Background: an optimization exercise with open tools, aiming at small area and a short achievable clock period. Do not read the settings as production practice. Only the layout flow was run in this run; the RTL was not checked for function there. Power figures rest on the tool's default switching activity, not on a simulated workload.

$ cat flow/run.sh
#!/bin/bash
# synth_recipe.tcl (not shown) runs the flow's synth.tcl, then flattens the netlist and writes it again
# the make line also repeats each setting of config.mk as NAME=value (left out here)
make -C /OpenROAD-flow-scripts/flow DESIGN_CONFIG=/design/flow/config.mk WORK_HOME=/design/flow/orfs CLKGATE_MAP_FILE= SYNTH_SCRIPT=/design/flow/synth_recipe.tcl finish
$ cat flow/config.mk
export PLATFORM = sky130hd
export DESIGN_NAME = mips
export DESIGN_NICKNAME = mips
export VERILOG_FILES = /design/flow/design.v
export SDC_FILE = /design/flow/constraint.sdc
export NUM_CORES = 4
export LEC_CHECK = 0
export CAP_MARGIN = 20
export CORE_MARGIN = 2
export CORE_UTILIZATION = 40
export SETUP_SLACK_MARGIN = 3
export SLEW_MARGIN = 20
$ cat flow/constraint.sdc
create_clock -name core_clock -period 16.0 [get_ports {clk}]
set_input_delay 3.2000 -clock core_clock [delete_from_list [all_inputs] [get_ports {clk}]]
set_output_delay 3.2000 -clock core_clock [all_outputs]
set_load 0.01 [all_outputs]
$ cat flow/design.v
module adder4bit (
output [3:0] sum,
output c_out,
input [3:0] a,
input [3:0] b,
input c_in);
	wire p0, p1, p2, p3;
	wire g0, g1, g2, g3;
	wire c1, c2, c3, c4;
	wire x1, x2, x3, x4;
	wire y1, y2, y3, z0, z1, z2;
	wire temp1, temp2, temp3, temp4, temp5;
	xor xor0 (p0, a[0], b[0]);
	xor xor1 (p1, a[1], b[1]);
	xor xor2 (p2, a[2], b[2]);
	xor xor3 (p3, a[3], b[3]);
	and and0 (g0, a[0], b[0]);
	and and1 (g1, a[1], b[1]);
	and and2 (g2, a[2], b[2]);
	and and3 (g3, a[3], b[3]);
	assign c0 = c_in;
	and and4 (x1, p0, c_in);  
	and and5 (x2, p1, x1);  
	and and6 (x3, p2, x2);  
	and and7 (x4, p3, x3);  
	and and8 (y1, p1, g0);  
	and and9 (y2, p2, y1);  
	and and10 (y3, p3, y2);  
	and and11 (z0, p2, g1);  
	and and12 (z1, p3, z0);  
	and and13 (z2, p3, g2);  
	or or1 (c1, g0, x1); 
	or or2 (temp, y1, x2);
	or or3 (c2, g1, temp);
	or or4 (temp1, y2, x3);
	or or5 (temp2, temp1, z0);
	or or6 (c3, g2, temp2);
	or or7 (temp3, y3, x4);
	or or8 (temp4, z1, temp3);
	or or9 (temp5, z2, temp4);
	or or10 (c4, g3, temp5);
	xor xor4 (sum[0], p0, c0);
	xor xor5 (sum[1], p1, c1);
	xor xor6 (sum[2], p2, c2);
	xor xor7 (sum[3], p3, c3);
	or or11 (c_out, c4, 0);
endmodule
module adder32bit (
output [31:0] sum, 
output c_out, 
input [31:0] a, 
input [31:0] b, 
input cin);
	wire c0, c1, c2, c3, c4, c5, c6;
	adder4bit fa1 (sum[3:0], c0, a[3:0], b[3:0], cin);
	adder4bit fa2 (sum[7:4], c1, a[7:4], b[7:4], c0);
	adder4bit fa3 (sum[11:8], c2, a[11:8], b[11:8], c1);
	adder4bit fa4 (sum[15:12], c3, a[15:12], b[15:12], c2);
	adder4bit fa5 (sum[19:16], c4, a[19:16], b[19:16], c3);
	adder4bit fa6 (sum[23:20], c5, a[23:20], b[23:20], c4);
	adder4bit fa7 (sum[27:24], c6, a[27:24], b[27:24], c5);
	adder4bit fa8 (sum[31:28], c_out, a[31:28], b[31:28], c6);
endmodule
module substract(output [31:0] diff, 
output borrow, 
input [31:0] a, 
input [31:0] b);
	wire [31:0] k;
	not not1 (k[0], b[0]);
	not not2 (k[1], b[1]);
	not not3 (k[2], b[2]);
	not not4 (k[3], b[3]);
	not not5 (k[4], b[4]);
	not not6 (k[5], b[5]);
	not not7 (k[6], b[6]);
	not not8 (k[7], b[7]);
	not not9 (k[8], b[8]);
	not not10 (k[9], b[9]);
	not not11 (k[10], b[10]);
	not not12 (k[11], b[11]);
	not not13 (k[12], b[12]);
	not not14 (k[13], b[13]);
	not not15 (k[14], b[14]);
	not not16 (k[15], b[15]);
	not not17 (k[16], b[16]);
	not not18 (k[17], b[17]);
	not not19 (k[18], b[18]);
	not not20 (k[19], b[19]);
	not not21 (k[20], b[20]);
	not not22 (k[21], b[21]);
	not not23 (k[22], b[22]);
	not not24 (k[23], b[23]);
	not not25 (k[24], b[24]);
	not not26 (k[25], b[25]);
	not not27 (k[26], b[26]);
	not not28 (k[27], b[27]);
	not not29 (k[28], b[28]);
	not not30 (k[29], b[29]);
	not not31 (k[30], b[30]);
	not not32 (k[31], b[31]);
	adder32bit sub_op (diff[31:0], borrow, a[31:0], k[31:0], 1'b1);
endmodule
module set_on_less_than(output [31:0] result, input [31:0] A, input [31:0] B);
  wire [31:0] diff;
  wire borrow;
  substract sub1 (diff[31:0], borrow, A[31:0], B[31:0]);
  not a0(result[0], borrow);
  not a1(result[1], 1'b1);
  not a2(result[2], 1'b1);
  not a3(result[3], 1'b1);
  not a4(result[4], 1'b1);
  not a5(result[5], 1'b1);
  not a6(result[6],1'b1);
  not a7(result[7], 1'b1);
  not a8(result[8], 1'b1);
  not a9(result[9], 1'b1);
  not a10(result[10], 1'b1);
  not a11(result[11], 1'b1);
  not a12(result[12], 1'b1);
  not a13(result[13], 1'b1);
  not a14(result[14], 1'b1);
  not a15(result[15], 1'b1);
  not a16(result[16], 1'b1);
  not a17(result[17],1'b1);
  not a18(result[18],1'b1);
  not a19(result[19], 1'b1);
  not a20(result[20], 1'b1);
  not a21(result[21], 1'b1);
  not a22(result[22], 1'b1);
  not a23(result[23], 1'b1);
  not a24(result[24], 1'b1);
  not a25(result[25],1'b1);
  not a26(result[26],1'b1);
  not a27(result[27], 1'b1);
  not a28(result[28],1'b1);
  not a29(result[29], 1'b1);
  not a30(result[30], 1'b1);
  not a31(result[31], 1'b1);
endmodule
module my_and_32bit (output [31:0] y, input [31:0] a, input [31:0] b);
 and and1 (y[0], a[0], b[0]);
 and and2 (y[1], a[1], b[1]);
 and and3 (y[2], a[2], b[2]);
 and and4 (y[3], a[3], b[3]);
 and and5 (y[4], a[4], b[4]);
 and and6 (y[5], a[5], b[5]);
 and and7 (y[6], a[6], b[6]);
 and and8 (y[7], a[7], b[7]);
 and and9 (y[8], a[8], b[8]);
 and and10 (y[9], a[9], b[9]);
 and and11 (y[10], a[10], b[10]);
 and and12 (y[11], a[11], b[11]);
 and and13 (y[12], a[12], b[12]);
 and and14 (y[13], a[13], b[13]);
 and and15 (y[14], a[14], b[14]);
 and and16 (y[15], a[15], b[15]);
 and and17 (y[16], a[16], b[16]);
 and and18 (y[17], a[17], b[17]);
 and and19 (y[18], a[18], b[18]);
 and and20 (y[19], a[19], b[19]);
 and and21 (y[20], a[20], b[20]);
 and and22 (y[21], a[21], b[21]);
 and and23 (y[22], a[22], b[22]);
 and and24 (y[23], a[23], b[23]);
 and and25 (y[24], a[24], b[24]);
 and and26 (y[25], a[25], b[25]);
 and and27 (y[26], a[26], b[26]);
 and and28 (y[27], a[27], b[27]);
 and and29 (y[28], a[28], b[28]);
 and and30 (y[29], a[29], b[29]);
 and and31 (y[30], a[30], b[30]);
 and and32 (y[31], a[31], b[31]);
endmodule 
module my_or_32bit (output [31:0] y, input [31:0] a, input [31:0] b);
	or or1 (y[0], a[0], b[0]);
	or or2 (y[1], a[1], b[1]);
	or or3 (y[2], a[2], b[2]);
	or or4 (y[3], a[3], b[3]);
	or or5 (y[4], a[4], b[4]);
	or or6 (y[5], a[5], b[5]);
	or or7 (y[6], a[6], b[6]);
	or or8 (y[7], a[7], b[7]);
	or or9 (y[8], a[8], b[8]);
	or or10 (y[9], a[9], b[9]);
	or or11 (y[10], a[10], b[10]);
	or or12 (y[11], a[11], b[11]);
	or or13 (y[12], a[12], b[12]);
	or or14 (y[13], a[13], b[13]);
	or or15 (y[14], a[14], b[14]);
	or or16 (y[15], a[15], b[15]);
	or or17 (y[16], a[16], b[16]);
	or or18 (y[17], a[17], b[17]);
	or or19 (y[18], a[18], b[18]);
	or or20 (y[19], a[19], b[19]);
	or or21 (y[20], a[20], b[20]);
	or or22 (y[21], a[21], b[21]);
	or or23 (y[22], a[22], b[22]);
	or or24 (y[23], a[23], b[23]);
	or or25 (y[24], a[24], b[24]);
	or or26 (y[25], a[25], b[25]);
	or or27 (y[26], a[26], b[26]);
	or or28 (y[27], a[27], b[27]);
	or or29 (y[28], a[28], b[28]);
	or or30 (y[29], a[29], b[29]);
	or or31 (y[30], a[30], b[30]);
	or or32 (y[31], a[31], b[31]);
endmodule
module mux8x1(input D0, D1, D2, D3, D4, D5, D6, S0, S1, S2, output out);
wire t0,t1,t2;
wire [15:0] d;
wire temp1,temp2,temp3,temp4,temp5,temp6,temp7,temp8;
wire or_temp1,or_temp2,or_temp3,or_temp4,or_temp5,or_temp6,or_temp7,or_temp8;
not not1(t0,S0);
not not2(t1,S1);
not not3(t2,S2);
and and0(d[0],D0,t0);
and and1(d[1],t1,t2);
and and2(temp1,d[0],d[1]);
and and3(d[2],D1,S0);
and and4(d[3],t1,t2);
and and5(temp2,d[2],d[3]);
and and6(d[4],D2,t0);
and and7(d[5],S1,t2);
and and8(temp3,d[4],d[5]);
and and9(d[6],D3,S0);
and and10(d[7],S1,t2);
and and11(temp4,d[6],d[7]);
and and12(d[8],D4,t0);
and and13(d[9],t1,S2);
and and14(temp5,d[8],d[9]);
and and15(d[10],D5,S0);
and and16(d[11],t1,S2);
and and17(temp6,d[10],d[11]);
and and18(d[12],D6,t0);
and and19(d[13],S1,S2);
and and20(temp7,d[12],d[13]);
and and21(d[14],1'b0,S0);
and and22(d[15],S1,S2);
and and23(temp8,d[14],d[15]);
or or1(or_temp1,temp1,temp2);
or or2(or_temp2,temp3,temp4);
or or3(or_temp3,temp5,temp6);
or or4(or_temp4,temp7,temp8);
or or5(or_temp5,or_temp1,or_temp2);
or or6(or_temp6,or_temp3,or_temp4);
or or7(out,or_temp5,or_temp6); 
endmodule
module mux32bit (input[31:0] and_result,or_result,xor_result,nor_result,slt_result,add_result,sub_result,
input[2:0] op_code,
output[31:0] out);
mux8x1 m0(and_result[0], or_result[0], xor_result[0], nor_result[0], slt_result[0], add_result[0], sub_result[0], op_code[0], op_code[1], op_code[2], out[0]);
mux8x1 m1(and_result[1], or_result[1], xor_result[1], nor_result[1], slt_result[1], add_result[1], sub_result[1], op_code[0], op_code[1], op_code[2], out[1]);
mux8x1 m2(and_result[2], or_result[2], xor_result[2], nor_result[2], slt_result[2], add_result[2], sub_result[2], op_code[0], op_code[1], op_code[2], out[2]);
mux8x1 m3(and_result[3], or_result[3], xor_result[3], nor_result[3], slt_result[3], add_result[3], sub_result[3], op_code[0], op_code[1], op_code[2], out[3]);
mux8x1 m4(and_result[4], or_result[4], xor_result[4], nor_result[4], slt_result[4], add_result[4], sub_result[4], op_code[0], op_code[1], op_code[2], out[4]);
mux8x1 m5(and_result[5], or_result[5], xor_result[5], nor_result[5], slt_result[5], add_result[5], sub_result[5], op_code[0], op_code[1], op_code[2], out[5]);
mux8x1 m6(and_result[6], or_result[6], xor_result[6], nor_result[6], slt_result[6], add_result[6], sub_result[6], op_code[0], op_code[1], op_code[2], out[6]);
mux8x1 m7(and_result[7], or_result[7], xor_result[7], nor_result[7], slt_result[7], add_result[7], sub_result[7], op_code[0], op_code[1], op_code[2], out[7]);
mux8x1 m8(and_result[8], or_result[8], xor_result[8], nor_result[8], slt_result[8], add_result[8], sub_result[8], op_code[0], op_code[1], op_code[2], out[8]);
mux8x1 m9(and_result[9], or_result[9], xor_result[9], nor_result[9], slt_result[9], add_result[9], sub_result[9], op_code[0], op_code[1], op_code[2], out[9]);
mux8x1 m10(and_result[10], or_result[10], xor_result[10], nor_result[10], slt_result[10], add_result[10], sub_result[10], op_code[0], op_code[1], op_code[2], out[10]);
mux8x1 m11(and_result[11], or_result[11], xor_result[11], nor_result[11], slt_result[11], add_result[11], sub_result[11], op_code[0], op_code[1], op_code[2], out[11]);
mux8x1 m12(and_result[12], or_result[12], xor_result[12], nor_result[12], slt_result[12], add_result[12], sub_result[12], op_code[0], op_code[1], op_code[2], out[12]);
mux8x1 m13(and_result[13], or_result[13], xor_result[13], nor_result[13], slt_result[13], add_result[13], sub_result[13], op_code[0], op_code[1], op_code[2], out[13]);
mux8x1 m14(and_result[14], or_result[14], xor_result[14], nor_result[14], slt_result[14], add_result[14], sub_result[14], op_code[0], op_code[1], op_code[2], out[14]);
mux8x1 m15(and_result[15], or_result[15], xor_result[15], nor_result[15], slt_result[15], add_result[15], sub_result[15], op_code[0], op_code[1], op_code[2], out[15]);
mux8x1 m16(and_result[16], or_result[16], xor_result[16], nor_result[16], slt_result[16], add_result[16], sub_result[16], op_code[0], op_code[1], op_code[2], out[16]);
mux8x1 m17(and_result[17], or_result[17], xor_result[17], nor_result[17], slt_result[17], add_result[17], sub_result[17], op_code[0], op_code[1], op_code[2], out[17]);
mux8x1 m18(and_result[18], or_result[18], xor_result[18], nor_result[18], slt_result[18], add_result[18], sub_result[18], op_code[0], op_code[1], op_code[2], out[18]);
mux8x1 m19(and_result[19], or_result[19], xor_result[19], nor_result[19], slt_result[19], add_result[19], sub_result[19], op_code[0], op_code[1], op_code[2], out[19]);
mux8x1 m20(and_result[20], or_result[20], xor_result[20], nor_result[20], slt_result[20], add_result[20], sub_result[20], op_code[0], op_code[1], op_code[2], out[20]);
mux8x1 m21(and_result[21], or_result[21], xor_result[21], nor_result[21], slt_result[21], add_result[21], sub_result[21], op_code[0], op_code[1], op_code[2], out[21]);
mux8x1 m22(and_result[22], or_result[22], xor_result[22], nor_result[22], slt_result[22], add_result[22], sub_result[22], op_code[0], op_code[1], op_code[2], out[22]);
mux8x1 m23(and_result[23], or_result[23], xor_result[23], nor_result[23], slt_result[23], add_result[23], sub_result[23], op_code[0], op_code[1], op_code[2], out[23]);
mux8x1 m24(and_result[24], or_result[24], xor_result[24], nor_result[24], slt_result[24], add_result[24], sub_result[24], op_code[0], op_code[1], op_code[2], out[24]);
mux8x1 m25(and_result[25], or_result[25], xor_result[25], nor_result[25], slt_result[25], add_result[25], sub_result[25], op_code[0], op_code[1], op_code[2], out[25]);
mux8x1 m26(and_result[26], or_result[26], xor_result[26], nor_result[26], slt_result[26], add_result[26], sub_result[26], op_code[0], op_code[1], op_code[2], out[26]);
mux8x1 m27(and_result[27], or_result[27], xor_result[27], nor_result[27], slt_result[27], add_result[27], sub_result[27], op_code[0], op_code[1], op_code[2], out[27]);
mux8x1 m28(and_result[28], or_result[28], xor_result[28], nor_result[28], slt_result[28], add_result[28], sub_result[28], op_code[0], op_code[1], op_code[2], out[28]);
mux8x1 m29(and_result[29], or_result[29], xor_result[29], nor_result[29], slt_result[29], add_result[29], sub_result[29], op_code[0], op_code[1], op_code[2], out[29]);
mux8x1 m30(and_result[30], or_result[30], xor_result[30], nor_result[30], slt_result[30], add_result[30], sub_result[30], op_code[0], op_code[1], op_code[2], out[30]);
mux8x1 m31(and_result[31], or_result[31], xor_result[31], nor_result[31], slt_result[31], add_result[31], sub_result[31], op_code[0], op_code[1], op_code[2], out[31]);
endmodule
module mux2bit(output Y, input D0, D1, S);
	wire T1, T2, Sbar;
	and (T1, D1, S);
	and (T2, D0, Sbar);
	not (Sbar, S);
	or (Y, T1, T2);
endmodule
module mux32x1(output [31:0] out, input [31:0] in1, in2, input ALUsrc);
	mux2bit m1(out[31], in1[31], in2[31], ALUsrc);
	mux2bit m2(out[30], in1[30], in2[30], ALUsrc);
	mux2bit m3(out[29], in1[29], in2[29], ALUsrc);
	mux2bit m4(out[28], in1[28], in2[28], ALUsrc);
	mux2bit m5(out[27], in1[27], in2[27], ALUsrc);
	mux2bit m6(out[26], in1[26], in2[26], ALUsrc);
	mux2bit m7(out[25], in1[25], in2[25], ALUsrc);
	mux2bit m8(out[24], in1[24], in2[24], ALUsrc);
	mux2bit m9(out[23], in1[23], in2[23], ALUsrc);
	mux2bit m10(out[22], in1[22], in2[22], ALUsrc);
	mux2bit m11(out[21], in1[21], in2[21], ALUsrc);
	mux2bit m12(out[20], in1[20], in2[20], ALUsrc);
	mux2bit m13(out[19], in1[19], in2[19], ALUsrc);
	mux2bit m14(out[18], in1[18], in2[18], ALUsrc);
	mux2bit m15(out[17], in1[17], in2[17], ALUsrc);
	mux2bit m16(out[16], in1[16], in2[16], ALUsrc);
	mux2bit m17(out[15], in1[15], in2[15], ALUsrc);
	mux2bit m18(out[14], in1[14], in2[14], ALUsrc);
	mux2bit m19(out[13], in1[13], in2[13], ALUsrc);
	mux2bit m20(out[12], in1[12], in2[12], ALUsrc);
	mux2bit m21(out[11], in1[11], in2[11], ALUsrc);
	mux2bit m22(out[10], in1[10], in2[10], ALUsrc);
	mux2bit m23(out[9], in1[9], in2[9], ALUsrc);
	mux2bit m24(out[8], in1[8], in2[8], ALUsrc);
	mux2bit m25(out[7], in1[7], in2[7], ALUsrc);
	mux2bit m26(out[6], in1[6], in2[6], ALUsrc);
	mux2bit m27(out[5], in1[5], in2[5], ALUsrc);
	mux2bit m28(out[4], in1[4], in2[4], ALUsrc);
	mux2bit m29(out[3], in1[3], in2[3], ALUsrc);
	mux2bit m30(out[2], in1[2], in2[2], ALUsrc);
	mux2bit m31(out[1], in1[1], in2[1], ALUsrc);
	mux2bit m32(out[0], in1[0], in2[0], ALUsrc);
endmodule
module sign_extend(
output [31:0] sign_ext_imm,
input [15:0] imm);
	and o1(sign_ext_imm[31], 1'b1, 1'b0);
	and o2(sign_ext_imm[30], 1'b1, 1'b0);
	and o3(sign_ext_imm[29], 1'b1, 1'b0);
	and o4(sign_ext_imm[28], 1'b1, 1'b0);
	and o5(sign_ext_imm[27], 1'b1, 1'b0);
	and o6(sign_ext_imm[26], 1'b1, 1'b0);
	and o7(sign_ext_imm[25], 1'b1, 1'b0);
	and o8(sign_ext_imm[24], 1'b1, 1'b0);
	and o9(sign_ext_imm[23], 1'b1, 1'b0);
	and o10(sign_ext_imm[22], 1'b1, 1'b0);
	and o11(sign_ext_imm[21], 1'b1, 1'b0);
	and o12(sign_ext_imm[20], 1'b1, 1'b0);
	and o13(sign_ext_imm[19], 1'b1, 1'b0);
	and o14(sign_ext_imm[18], 1'b1, 1'b0);
	and o15(sign_ext_imm[17], 1'b1, 1'b0);
	and o16(sign_ext_imm[16], 1'b1, 1'b0);
	or o17(sign_ext_imm[15],imm[15], 0);
	or o18(sign_ext_imm[14],imm[14], 0);
	or o19(sign_ext_imm[13],imm[13], 0);
	or o20(sign_ext_imm[12],imm[12], 0);
	or o21(sign_ext_imm[11],imm[11], 0);
	or o22(sign_ext_imm[10],imm[10], 0);
	or o23(sign_ext_imm[9],imm[9], 0);
	or o24(sign_ext_imm[8],imm[8], 0);
	or o25(sign_ext_imm[7],imm[7], 0);
	or o26(sign_ext_imm[6],imm[6], 0);
	or o27(sign_ext_imm[5],imm[5], 0);
	or o28(sign_ext_imm[4],imm[4], 0);
	or o29(sign_ext_imm[3],imm[3], 0);
	or o30(sign_ext_imm[2],imm[2], 0);
	or o31(sign_ext_imm[1],imm[1], 0);
	or o32(sign_ext_imm[0],imm[0], 0);
endmodule
module alu(
output [31:0] alu_result,
output zero_bit,
input [31:0] alu_src1,
input [31:0] alu_src2,
input [2:0] alu_ctr);
	wire [31:0] addResult, subResult, orResult, andResult, xorResult, nor_result;
	wire [31:0] sltResult;
	wire barrow, c_out;
	assign xorResult = alu_src1 ^ alu_src2;
	assign nor_result = ~(alu_src1 | alu_src2);
	my_and_32bit function1 (andResult, alu_src1, alu_src2);
	my_or_32bit function2 (orResult, alu_src1, alu_src2);
	adder32bit function5 (addResult, c_out, alu_src1, alu_src2, 1'b0);
	substract function6 (subResult, barrow, alu_src1, alu_src2);
	set_on_less_than function7 (sltResult, alu_src1, alu_src2); 
   mux32bit mux1(
	.and_result(andResult),
	.or_result(orResult),
	.xor_result(xorResult),
	.nor_result(nor_result),
	.slt_result(sltResult),
	.add_result(addResult),
	.sub_result(subResult),
	.op_code(alu_ctr),
	.out(alu_result));
	nor xor1(zero_bit,alu_result[0],alu_result[1],alu_result[2],alu_result[3],alu_result[4],alu_result[5],alu_result[6],alu_result[7],alu_result[8],alu_result[9]
  ,alu_result[10],alu_result[11],alu_result[12],alu_result[13],alu_result[14],alu_result[15],alu_result[16],alu_result[17],alu_result[18],alu_result[19],alu_result[20]
  ,alu_result[21],alu_result[22],alu_result[23],alu_result[24],alu_result[25],alu_result[26],alu_result[27],alu_result[28],alu_result[29],alu_result[30],alu_result[31]);
endmodule
module alu_control(
output [2:0] alu_ctr,
input [5:0] function_code,
input [2:0] ALUop);
	wire [2:0] ALUop_not;
	wire [5:0] func_not;
	wire rAnd, rAdd, rSub, rOr, rSlt;
	wire addi, andi, subi, ori, beg, bne, slti, lw, sw, lb, sb;
	wire rType, not_rType;
	not alu_op_not0(ALUop_not[0], ALUop[0]);
	not alu_op_not1(ALUop_not[1], ALUop[1]);
	not alu_op_not2(ALUop_not[2], ALUop[2]);
	not func_not0(func_not[0], function_code[0]);
	not func_not1(func_not[1], function_code[1]);
	not func_not2(func_not[2], function_code[2]);
	not func_not3(func_not[3], function_code[3]);
	not func_not4(func_not[4], function_code[4]);
	not func_not5(func_not[5], function_code[5]);
	and isrType(rType, ALUop[2], ALUop[1], ALUop[0]);
	not notrType (not_rType, rType);
	and is_r_and(rAnd, rType, func_not[5], func_not[4], func_not[3], function_code[2], func_not[1], func_not[0]);
	and is_r_add(rAdd, rType, func_not[5], func_not[4], func_not[3], func_not[2], function_code[1], func_not[0]);
	and is_r_sub(rSub, rType, func_not[5], func_not[4], func_not[3], func_not[2], function_code[1], function_code[0]);
	and is_r_or(rOr, rType, func_not[5], func_not[4], func_not[3], function_code[2], func_not[1], function_code[0]);
	and is_r_slt (rSlt, rType, func_not[5], func_not[4], func_not[3], function_code[2], function_code[1], function_code[0]);
	and is_andi(andi, not_rType, ALUop_not[2], ALUop_not[1], ALUop_not[0]);
	and is_ori(ori, not_rType, ALUop_not[2], ALUop_not[1], ALUop[0]);
	and is_slti(slti, not_rType, ALUop[2], ALUop_not[1], ALUop_not[0]);
	and is_addi(addi, not_rType, ALUop[2], ALUop_not[1], ALUop[0]);
	and is_lw(lw, not_rType, ALUop[2], ALUop_not[1], ALUop[0]);
	and is_sw(sw, lw, 1'b1);
	and is_lb(lb, not_rType, ALUop[2], ALUop_not[1], ALUop[0]);
	and is_sb(sb, not_rType, ALUop[2], ALUop_not[1], ALUop[0]);
	and is_subi(subi, not_rType, ALUop[2], ALUop[1], ALUop_not[0]);
	and is_beq(beq, not_rType, ALUop[2], ALUop[1], ALUop_not[0]);
	and is_bne(bne, beq, 1'b1);
or alu_ctr2(alu_ctr[2], slti, rSub, rAdd, addi, lw, sw, lb, sb, subi, rSlt, beq, bne, 1'b0);
or alu_ctr1(alu_ctr[1], subi, rSub, beq, bne, 1'b0);
or alu_ctr0(alu_ctr[0], ori, rOr, rAdd, addi, lw, sw, lb, sb, 1'b0);
endmodule
module control_unit(
output regDst,
output branch,
output memRead,
output memWrite,
output [2:0] ALUop, 
output ALUsrc,
output regWrite,
output jump,
output byteOperations,
output move, 
input [5:0] opcode);
	wire addi, subi, andi, ori,lw, sw, lb, sb, slti, beq, bnq;
	wire r_type, i_type, j_type;
	wire [5:0] opcode_not;
	not not5(opcode_not[5], opcode[5]);
	not not4(opcode_not[4], opcode[4]);
	not not3(opcode_not[3], opcode[3]);
	not not2(opcode_not[2], opcode[2]);
	not not1(opcode_not[1], opcode[1]);
	not not0(opcode_not[0], opcode[0]); 
	and is_r (r_type, opcode_not[5], opcode_not[4], opcode_not[3], opcode_not[2], opcode_not[1], opcode_not[0]);
	and is_addi (addi, opcode_not[5], opcode_not[4], opcode_not[3], opcode_not[2], opcode[1], opcode_not[0]);
	and is_subi (subi, opcode_not[5], opcode_not[4], opcode_not[3], opcode_not[2], opcode_not[1], opcode[0]);
	and is_andi (andi, opcode_not[5], opcode_not[4], opcode_not[3], opcode[2], opcode_not[1], opcode_not[0]);
	and is_ori (ori, opcode_not[5], opcode_not[4], opcode_not[3], opcode[2], opcode_not[1], opcode[0]);
	and is_lw (lw, opcode_not[5], opcode_not[4], opcode[3], opcode_not[2], opcode_not[1], opcode_not[0]);
	and is_sw (sw, opcode_not[5], opcode[4], opcode_not[3], opcode_not[2], opcode_not[1], opcode_not[0]);
	and is_lb (lb, opcode_not[5], opcode_not[4], opcode[3], opcode_not[2], opcode_not[1], opcode[0]);
	and is_sb (sb, opcode_not[5], opcode[4], opcode_not[3], opcode_not[2], opcode_not[1], opcode[0]);
	and is_slti (slti, opcode_not[5], opcode_not[4], opcode_not[3], opcode[2], opcode[1], opcode[0]);
	and is_beq (beq, opcode[5], opcode_not[4], opcode_not[3], opcode_not[2], opcode[1], opcode[0]);
	and is_bnq (bnq, opcode[5], opcode_not[4], opcode_not[3], opcode[2], opcode[1], opcode[0]);
	or is_i(i_type, addi, subi, andi, ori, lw, sw,lb, sb, slti, beq, bnq, 1'b0);
and is_move(move, opcode[5], opcode_not[4], opcode_not[3], opcode_not[2], opcode[1], opcode_not[0]);
and is_regDst(regDst, r_type, 1'b1);
or is_branch(branch, beq, 1'b0);
or is_mem_read(memRead, lw, lb, 1'b0);
or is_mem_write(memWrite, sw, sb, 1'b0);
or is_alu_src(ALUsrc, addi, subi, andi, ori, lw, sw, lb, sb, slti, 1'b0);
or is_reg_write(regWrite, r_type, addi, subi, andi, ori, lw, lb, slti, move, 1'b0);
and is_jump(jump, 1'b0, 1'b0);
or is_byteOperations(byteOperations, sb,lb, 1'b0);
or ALUop2(ALUop[2], slti, addi, lb, sb,lw, sw, r_type, subi, beq, bnq, 1'b0);
or ALUop1(ALUop[1], subi, beq, bnq, r_type, 1'b0);
or ALUop0(ALUop[0], ori, addi, lb, sb, lw, sw, r_type, 1'b0);
endmodule
module register_block(
output [31:0] read_data1,
output [31:0] read_data2,
input clk,
input [31:0] write_data,
input [4:0] read_reg1,
input [4:0] read_reg2,
input [4:0] write_reg,
input regWrite);
reg [31:0] registers [31:1];
	always @(posedge clk) begin
		if (regWrite && write_reg != 5'b0)
			registers[write_reg] <= write_data;
	end
	assign read_data1 = (read_reg1 == 5'b0) ? 32'b0 : registers[read_reg1];
	assign read_data2 = (read_reg2 == 5'b0) ? 32'b0 : registers[read_reg2];
endmodule
module mips(
	input clk,
	input rst,
	output [31:0] imem_addr,
	input [31:0] imem_data,
	output [17:0] dmem_addr,
	output [31:0] dmem_wdata,
	output dmem_we,
	output dmem_re,
	input [31:0] dmem_rdata,
	output wb_en,
	output [4:0] wb_addr,
	output [31:0] wb_data);
	wire [31:0] instruction;
	wire [5:0] opcode, functioncode, not_opcode;
	wire [4:0] rs, rt, rd, shamt;
	wire [17:0] address;
	wire [15:0] immediate_value;
	wire [31:0] sign_ext_imm;
	wire [2:0] ALUop;
	wire regDst, branch, memRead, memWrite, ALUsrc, regWrite, jump, byteOperations, move; 
	wire [4:0] writeRegister;
	wire [31:0] read_data1, read_data2, read_data_temp, write_data;
	wire [2:0] alu_ctr;
	wire [31:0] alu_result;
	wire zero_bit, notzerobit;
	wire cout, cout2;
	wire [31:0] mux_result;
	wire regWriteEn;
	wire [31:0] pc_sum, pc_sum2;
	wire [31:0] alu_src1, alu_src2;
	reg [31:0] pc;
	wire [31:0] new_pc;
	wire [31:0] move_result;
	wire bne;
	wire [31:0] sb_data, sb_or_read_data2, lb_data, lb_or_read_data;
	wire or_branch, zerobne, aa;
	assign instruction = imem_data;
	assign imem_addr = pc;
	or o1(opcode[5], instruction[31], 0);  
	or o2(opcode[4], instruction[30], 0);	
	or o3(opcode[3], instruction[29], 0);	
	or o4(opcode[2], instruction[28], 0);	
	or o5(opcode[1], instruction[27], 0);	
	or o6(opcode[0], instruction[26], 0);
	or o7(rs[4], instruction[25], 0); 
	or o8(rs[3], instruction[24], 0);	
	or o9(rs[2], instruction[23], 0);	
	or o10(rs[1], instruction[22], 0);	
	or o11(rs[0], instruction[21], 0);
	or o12(rt[4], instruction[20], 0); 
	or o13(rt[3], instruction[19], 0);	
	or o14(rt[2], instruction[18], 0);
	or o15(rt[1], instruction[17], 0);	
	or o16(rt[0], instruction[16], 0);
	or o17(rd[4], instruction[15], 0); 
	or o18(rd[3], instruction[14], 0);	
	or o19(rd[2], instruction[13], 0);	
	or o20(rd[1], instruction[12], 0);	
	or o21(rd[0], instruction[11], 0);	
	or o22(shamt[4], instruction[10], 0); 
	or o23(shamt[3], instruction[9], 0);	
	or o24(shamt[2], instruction[8], 0);	
	or o25(shamt[1], instruction[7], 0);	
	or o26(shamt[0], instruction[6], 0);	
	or o27(functioncode[5], instruction[5], 0); 
	or o28(functioncode[4], instruction[4], 0);	
	or o29(functioncode[3], instruction[3], 0);	
	or o30(functioncode[2], instruction[2], 0);	
	or o31(functioncode[1], instruction[1], 0);
	or o32(functioncode[0], instruction[0], 0);
	or o47(immediate_value[15], instruction[15]); 
	or o48(immediate_value[14], instruction[14]);	
	or o33(immediate_value[13], instruction[13]);	
	or o34(immediate_value[12], instruction[12]);
	or o35(immediate_value[11], instruction[11]);	
	or o36(immediate_value[10], instruction[10]);
	or o37(immediate_value[9], instruction[9]); 
	or o38(immediate_value[8], instruction[8]);	
	or o39(immediate_value[7], instruction[7]);	
	or o40(immediate_value[6], instruction[6]);
	or o41(immediate_value[5], instruction[5]);	
	or o42(immediate_value[4], instruction[4]);
	or o43(immediate_value[3], instruction[3]); 
	or o44(immediate_value[2], instruction[2]);	
	or o45(immediate_value[1], instruction[1]);	
	or o46(immediate_value[0], instruction[0]);
	not n1(not_opcode[0], opcode[0]);
	not n2(not_opcode[1], opcode[1]);
	not n3(not_opcode[2], opcode[2]);
	not n4(not_opcode[3], opcode[3]);
	not n5(not_opcode[4], opcode[4]);
	not n6(not_opcode[5], opcode[5]);
	and is_bne(bne, opcode[5], not_opcode[4], not_opcode[3], opcode[2], opcode[1], opcode[0]);
	sign_extend se(sign_ext_imm, immediate_value);
	control_unit ctrl(regDst, branch, memRead, memWrite, ALUop, ALUsrc, regWrite, jump, byteOperations, move, opcode);
	mux2bit m1(writeRegister[4], rt[4], rd[4], regDst);
	mux2bit m2(writeRegister[3], rt[3], rd[3], regDst);
	mux2bit m3(writeRegister[2], rt[2], rd[2], regDst);
	mux2bit m4(writeRegister[1], rt[1], rd[1], regDst);
	mux2bit m5(writeRegister[0], rt[0], rd[0], regDst);
	assign regWriteEn = regWrite & ~rst & (writeRegister != 5'b0);
	assign wb_en = regWriteEn;
	assign wb_addr = writeRegister;
	assign wb_data = move_result;
	register_block registerblck(read_data1, read_data2, clk, move_result, rs, rt, writeRegister, regWriteEn);
	mux32x1 m6(alu_src2, read_data2, sign_ext_imm, ALUsrc);  
	alu_control alu_ctrl(alu_ctr, functioncode, ALUop);	
	alu alu32(alu_result, zero_bit, read_data1, alu_src2, alu_ctr);
	and a1 (address[17], alu_result[17], 1'b1);
	and a2 (address[16], alu_result[16], 1'b1);
	and a3 (address[15], alu_result[15], 1'b1);
	and a4 (address[14], alu_result[14], 1'b1);
	and a5 (address[13], alu_result[13], 1'b1);
	and a6 (address[12], alu_result[12], 1'b1);
	and a7 (address[11], alu_result[11], 1'b1);
	and a8 (address[10], alu_result[10], 1'b1);
	and a9 (address[9], alu_result[9], 1'b1);
	and a10 (address[8], alu_result[8], 1'b1);
	and a11 (address[7], alu_result[7], 1'b1);
	and a12 (address[6], alu_result[6], 1'b1);
	and a13 (address[5], alu_result[5], 1'b1);
	and a14 (address[4], alu_result[4], 1'b1);
	and a15 (address[3], alu_result[3], 1'b1);
	and a16 (address[2], alu_result[2], 1'b1);
	and a17 (address[1], alu_result[1], 1'b1);
	and a18 (address[0], alu_result[0], 1'b1);
	assign sb_data[7:0] = read_data2[7:0];
	assign sb_data[31:8] = 24'b0;
	mux32x1 m8 (sb_or_read_data2, read_data2, sb_data, byteOperations);
	assign dmem_addr = address;
	assign dmem_wdata = sb_or_read_data2;
	assign dmem_we = memWrite & ~rst;
	assign dmem_re = memRead;
	assign read_data_temp = dmem_rdata;
	assign lb_data[7:0] = read_data_temp[7:0];
	assign lb_data[31:8] = 24'b0;
	mux32x1 m9(lb_or_read_data, read_data_temp, lb_data, byteOperations);
	mux32x1 m10(mux_result, alu_result, lb_or_read_data, memRead);
	adder32bit adder1(pc_sum, cout, 32'b1, pc, 1'b0);
	adder32bit adder2(pc_sum2, cout2, sign_ext_imm, pc_sum, 1'b0);
	and andddd(aa, zero_bit, branch);
	not not22(notzerobit, zero_bit);
	and anddd(zerobne, bne, notzerobit);
	or orb(or_branch, zerobne, aa);
	mux32x1 m11 (new_pc, pc_sum, pc_sum2, or_branch);
	mux32x1 m12 (move_result, mux_result, read_data1, move);
	always @(posedge clk) begin
		if (rst)
			pc <= 32'b0;
		else
			pc <= new_pc;
	end
endmodule
==> impl_results.html <==
<table>
<tr><th>Metric</th><th>Value</th></tr>
<tr><th colspan="2">Status</th></tr>
<tr><td>Status</td><td>timing/DRC/antenna clean</td></tr>
<tr><th colspan="2">STA</th></tr>
<tr><td>Normalized max-slew margin</td><td>2.46%</td></tr>
<tr><td>Sum of negative setup slack</td><td>0 ns</td></tr>
<tr><td>Finish-stage setup viols</td><td>0</td></tr>
<tr><td>Setup repair after global routing missed its margin</td><td>yes</td></tr>
<tr><td>Shortest period the worst path allows</td><td>about 15 ns</td></tr>
<tr><td>Worst slew pin tran</td><td>1.46 ns</td></tr>
<tr><td>Hold Violations, Final</td><td>0</td></tr>
<tr><td>Number of pins exceeding their max-slew limit in the final report</td><td>0</td></tr>
<tr><td>Maximum clock skew at final layout</td><td>0.0474 ns</td></tr>
<tr><td>Period Utilization, post-route</td><td>between 90 and 100%</td></tr>
<tr><td>FMAX</td><td>around 66 MHz</td></tr>
<tr><th colspan="2">Clocking</th></tr>
<tr><td>Number of sinks handled by clock tree synthesis</td><td>around 1000</td></tr>
<tr><td>Clock-pin slew reported for the worst setup and hold paths after clock tree synthesis</td><td>0.07 ns</td></tr>
<tr><td>Clk Tree Root Cell</td><td>sky130_fd_sc_hd__clkbuf_16</td></tr>
<tr><td>CTS Buffer Depth</td><td>3</td></tr>
<tr><td>Number of buffers inserted by hold repair at cts</td><td>0</td></tr>
<tr><td>Clock tree from TritonCTS</td><td>built</td></tr>
<tr><td>CTS H-tree lvls</td><td>3</td></tr>
<tr><td>Total clock buffers created by CTS</td><td>110</td></tr>
<tr><td>Source-to-sink clock delay at the later pin of the worst-skew pair</td><td>0.74 ns</td></tr>
<tr><th colspan="2">Min path</th></tr>
<tr><td>Critical hold path startpoint</td><td>pc[0]$_SDFF_PP0_</td></tr>
<tr><td>Class of the most critical hold timing path</td><td>reg -&gt; reg</td></tr>
<tr><th colspan="2">Placement</th></tr>
<tr><td>HPWL Detailed</td><td>113 mm</td></tr>
<tr><td>Final RePlAce weighted congestion</td><td>0.907</td></tr>
<tr><td>Count of buffers from port buffering</td><td>187</td></tr>
<tr><td>Post-Place Cells</td><td>around 5300</td></tr>
<tr><th colspan="2">Global routing</th></tr>
<tr><td>Overflow left after global routing</td><td>0</td></tr>
<tr><td>Vias in the first global route</td><td>34500</td></tr>
<tr><td>Overall track demand over capacity in global routing</td><td>25.3%</td></tr>
<tr><td>Global-route wire length before repair</td><td>254 mm</td></tr>
<tr><td>Antenna violations before repair</td><td>7</td></tr>
<tr><td>Maximum number of pins on one net before global-route repair</td><td>66</td></tr>
<tr><th colspan="2">Logic synthesis</th></tr>
<tr><td>Number of warnings issued by yosys</td><td>5</td></tr>
<tr><td>Ranking of synthesized cells by area</td><td>sky130_fd_sc_hd__edfxtp_1 54%, sky130_fd_sc_hd__mux4_2 20%, sky130_fd_sc_hd__ha_1 4.1%</td></tr>
<tr><td>Count of flip-flops with a built-in enable after synthesis</td><td>992</td></tr>
<tr><td>Synth Register Bits</td><td>1024</td></tr>
<tr><td>Post-synthesis cell type with the largest combined area</td><td>sky130_fd_sc_hd__edfxtp_1</td></tr>
<tr><td>Synth Flop Type</td><td>sky130_fd_sc_hd__edfxtp_1</td></tr>
<tr><td>Average cell area after synthesis</td><td>16.0 sq um</td></tr>
<tr><td>Most numerous cell types in the synthesized netlist</td><td>992 x sky130_fd_sc_hd__edfxtp_1, 484 x sky130_fd_sc_hd__mux4_2, 178 x sky130_fd_sc_hd__ha_1, 176 x sky130_fd_sc_hd__mux2i_1, 165 x sky130_fd_sc_hd__a21oi_1</td></tr>
<tr><td>Number of library cell types mapped by synthesis</td><td>84</td></tr>
<tr><td>Sequential share of the synthesized area</td><td>55.5%</td></tr>
<tr><td>Most frequent cell after synthesis</td><td>sky130_fd_sc_hd__edfxtp_1</td></tr>
<tr><td>Fraction of synthesized cell area taken by the top area cell type</td><td>54.3%</td></tr>
<tr><td>Synthesized cell area</td><td>54800 sq um</td></tr>
<tr><td>Cell count after synthesis</td><td>3432</td></tr>
<tr><td>Synthesized netlist net count</td><td>~3700</td></tr>
<tr><td>Ys async rst share</td><td>0%</td></tr>
<tr><th colspan="2">Critical path</th></tr>
<tr><td>Launching element of the worst setup path</td><td>imem_data[16]</td></tr>
<tr><td>Worst-path maximum fanout</td><td>6</td></tr>
<tr><td>Slowest stage cell on the critical path</td><td>sky130_fd_sc_hd__mux4_2</td></tr>
<tr><td>Critical Path RT</td><td>between 10 and 15 ns</td></tr>
<tr><td>Critical path class</td><td>in -&gt; out</td></tr>
<tr><td>Endpoint class of the critical path</td><td>output pin</td></tr>
<tr><td>Cell occurring most often along the worst timing path</td><td>sky130_fd_sc_hd__a21o_1</td></tr>
<tr><td>Setup crit start kind</td><td>primary input</td></tr>
<tr><td>CP arrival</td><td>11.95 ns</td></tr>
<tr><td>Launch instance of the worst register-to-register path</td><td>registerblck.registers[24][1]$_DFFE_PP_</td></tr>
<tr><td>Delay contributed by the slowest stage of the critical path</td><td>0.53 ns</td></tr>
<tr><th colspan="2">Floorplanning</th></tr>
<tr><td>Top-level port count</td><td>about 190</td></tr>
<tr><td>Starting utilization of the core area</td><td>approximately two fifths</td></tr>
<tr><td>Overall die width</td><td>roughly 370 microns</td></tr>
<tr><td>Vert. Die Dim</td><td>approximately 370 microns</td></tr>
<tr><td>Number of standard-cell rows in the floorplan</td><td>around 140</td></tr>
<tr><td>Area inside the core boundary</td><td>136000 sq um</td></tr>
<tr><td>Total Die Area</td><td>140000 sq um</td></tr>
<tr><th colspan="2">Power and ir drop</th></tr>
<tr><td>Power per Cell Area</td><td>106 nW/um^2</td></tr>
<tr><td>Peak supply drop</td><td>between 0.00009 and 0.0001 V</td></tr>
<tr><td>Static leakage</td><td>about 22 nW</td></tr>
<tr><th colspan="2">Final layout</th></tr>
<tr><td>Nets@finish</td><td>3944</td></tr>
<tr><td>Syn-to-layout area delta</td><td>16.8%</td></tr>
<tr><td>Layout cells sized above 1</td><td>32.9%</td></tr>
<tr><td>Fill cell instance count of the final layout</td><td>11600</td></tr>
<tr><td>Final cell utilization of the core</td><td>47.2%</td></tr>
<tr><td>Non-filler cells in the finished layout</td><td>5545</td></tr>
<tr><th colspan="2">Drt</th></tr>
<tr><td>Number of vias per cell</td><td>6.30</td></tr>
<tr><td>Drt first-iter violations</td><td>4041</td></tr>
<tr><td>Final routed wire length divided by cell count</td><td>between 30 and 40 microns</td></tr>
<tr><td>DR DRC count</td><td>0</td></tr>
<tr><td>Antenna violation net count after detailed routing</td><td>0</td></tr>
<tr><td>Count of vias placed by the detailed router</td><td>around 35000</td></tr>
<tr><td>Aggregate routed wire length</td><td>180 mm</td></tr>
<tr><td>Pre-Repair DR Iteration Count</td><td>5</td></tr>
<tr><th colspan="2">Job</th></tr>
<tr><td>Max-cap violations</td><td>0</td></tr>
</table>
## worst max-delay path, delay by kind of cell
family	cells	cell delay, ns
AOI/OAI and AO/OA	25	3.93
xor gates and xnor gates	1	0.13
adders and majority gates	9	1.55
buffers and inverters	5	0.68
muxes	3	1.24
and+or+nand+nor	14	1.20
## cell usage in the layout, fill, tap and decap left out, types with 29 or more instances in the layout
cell / n
sky130_fd_sc_hd__a21oi_2: 31
sky130_fd_sc_hd__o21ai_0: 66
sky130_fd_sc_hd__clkdlybuf4s50_1: 154
sky130_fd_sc_hd__mux2i_1: 172
sky130_fd_sc_hd__ha_1: 157
sky130_fd_sc_hd__o221ai_1: 35
sky130_fd_sc_hd__xnor2_1: 36
sky130_fd_sc_hd__nor2_1: 111
sky130_fd_sc_hd__nand2_1: 75
sky130_fd_sc_hd__dfxtp_1: 32
sky130_fd_sc_hd__a221oi_1: 62
sky130_fd_sc_hd__a21oi_1: 122
sky130_fd_sc_hd__nand3_1: 45
sky130_fd_sc_hd__inv_1: 120
sky130_fd_sc_hd__nor2_4: 36
sky130_fd_sc_hd__o21ai_1: 29
sky130_fd_sc_hd__mux4_2: 484
sky130_fd_sc_hd__edfxtp_1: 992
sky130_fd_sc_hd__clkbuf_16: 111
sky130_fd_sc_hd__buf_4: 288
sky130_fd_sc_hd__mux2_2: 66
## routing by layer
layer / wire [microns] / vias to the layer above / global-route usage (%)
met4: 6780 / 4 / 9.34
met1: 71200 / 18400 / 34.6
met5: 26 / - / 0
met3: 19100 / 349 / 6.07
met2: 82800 / 1948 / 39.3
li1: - / 14300 / -
## area by class of cell
type | instances | area, sq um | area share (%)
clock inverters | 57 | 444 | 0.693
clock buffers | 136 | 2870 | 4.48
diodes | 2 | 5.00 | 0.00781
multi-input cells | 1923 | 23100 | 36.1
flip-flops and latches | 1024 | 30400 | 47.5
well taps | 1781 | 2230 | 3.48
repair buffers | 497 | 4500 | 7.02
inverters | 125 | 469 | 0.732
## final timing paths
check	slack, ns	end	cells after the start
max	0.85	wb_data[31]	57
min	0.58	pc[0]$_SDFF_PP0_	2
max reg2reg	5.92	pc[12]$_SDFF_PP0_	62
min reg2reg	0.58	pc[0]$_SDFF_PP0_	2
## cells by family (layout without fill, tap and decap cells)
| family | Yosys count | after routing | share of synthesized area, % |
|---|---|---|---|
| and+or+nand+nor | 436 | 437 | 3.95 |
| adders and majority gates | 197 | 197 | 4.75 |
| muxes | 728 | 728 | 24.5 |
| xor gates and xnor gates | 54 | 54 | 0.862 |
| AOI/OAI and AO/OA | 507 | 507 | 6.08 |
| other | 0 | 2 | 0 |
| DFF | 1024 | 1024 | 55.5 |
| buffers and inverters | 486 | 815 | 4.37 |
## registers in the layout, summed over array words and instances (netlist names)
signal,cells
pc,32
registerblck.registers,992
## repair_timing
item / CTS / global route
setup buffers: 69 / 19
cloned: 2 / 1
setup endpoints to repair: 39 / 58
pin swaps: 52 / 61
gates resized for setup: 156 / 60
## where the power goes
part           switching (W)  internal, W  leakage (nW)
sequential        0.00000254      0.00307          9.30
combinational       0.000775     0.000574          11.3
clock                0.00106      0.00133          1.60
total                0.00184      0.00498          22.2
## through the flow
| step | power, W | worst slack [ns] | instance area (sq um) | hold slack, ns |
|---|---|---|---|---|
| 2_1_floorplan | 0.00388 | 1.28 | 55400 | 0.533 |
| 3_3_place_gp | 0.00432 | 0.212 | 59400 | 0.560 |
| 3_5_place_dp | 0.00432 | 0.144 | 59400 | 0.575 |
| 4_1_cts | 0.00679 | 0.920 | 63700 | 0.596 |
| 5_1_grt | 0.00704 | 0.352 | 64100 | 0.639 |
| 6_report | 0.00682 | 0.847 | 64100 | 0.584 |

## afterwards: timing with drivers on the ports
In the flow no input, the clock included, has a driving cell. The finished layout below was timed again as built, in two steps. Step 1 sets driving cells, clkbuf_16 on the clock port and buf_2 on the other inputs (assumed; they add their load-dependent delay and slew). Step 2 also shifts input and output timing later by t, the mid clock arrival at the registers, as if the neighbouring blocks saw the same clock. Three values: ideal ports, drivers, drivers and shift; two values: the first two.
t (ns): 0.796
setup slack, ns: 0.847 / 0.759 / 0.759
worst setup path at the end: input to output
slew at the worst register clock pin (ns): 0.07 / 0.07
After both steps this run still meets setup and hold. For this run, drivers alone change the setup slack by -0.088 ns; drivers and shift together by -0.088 ns.
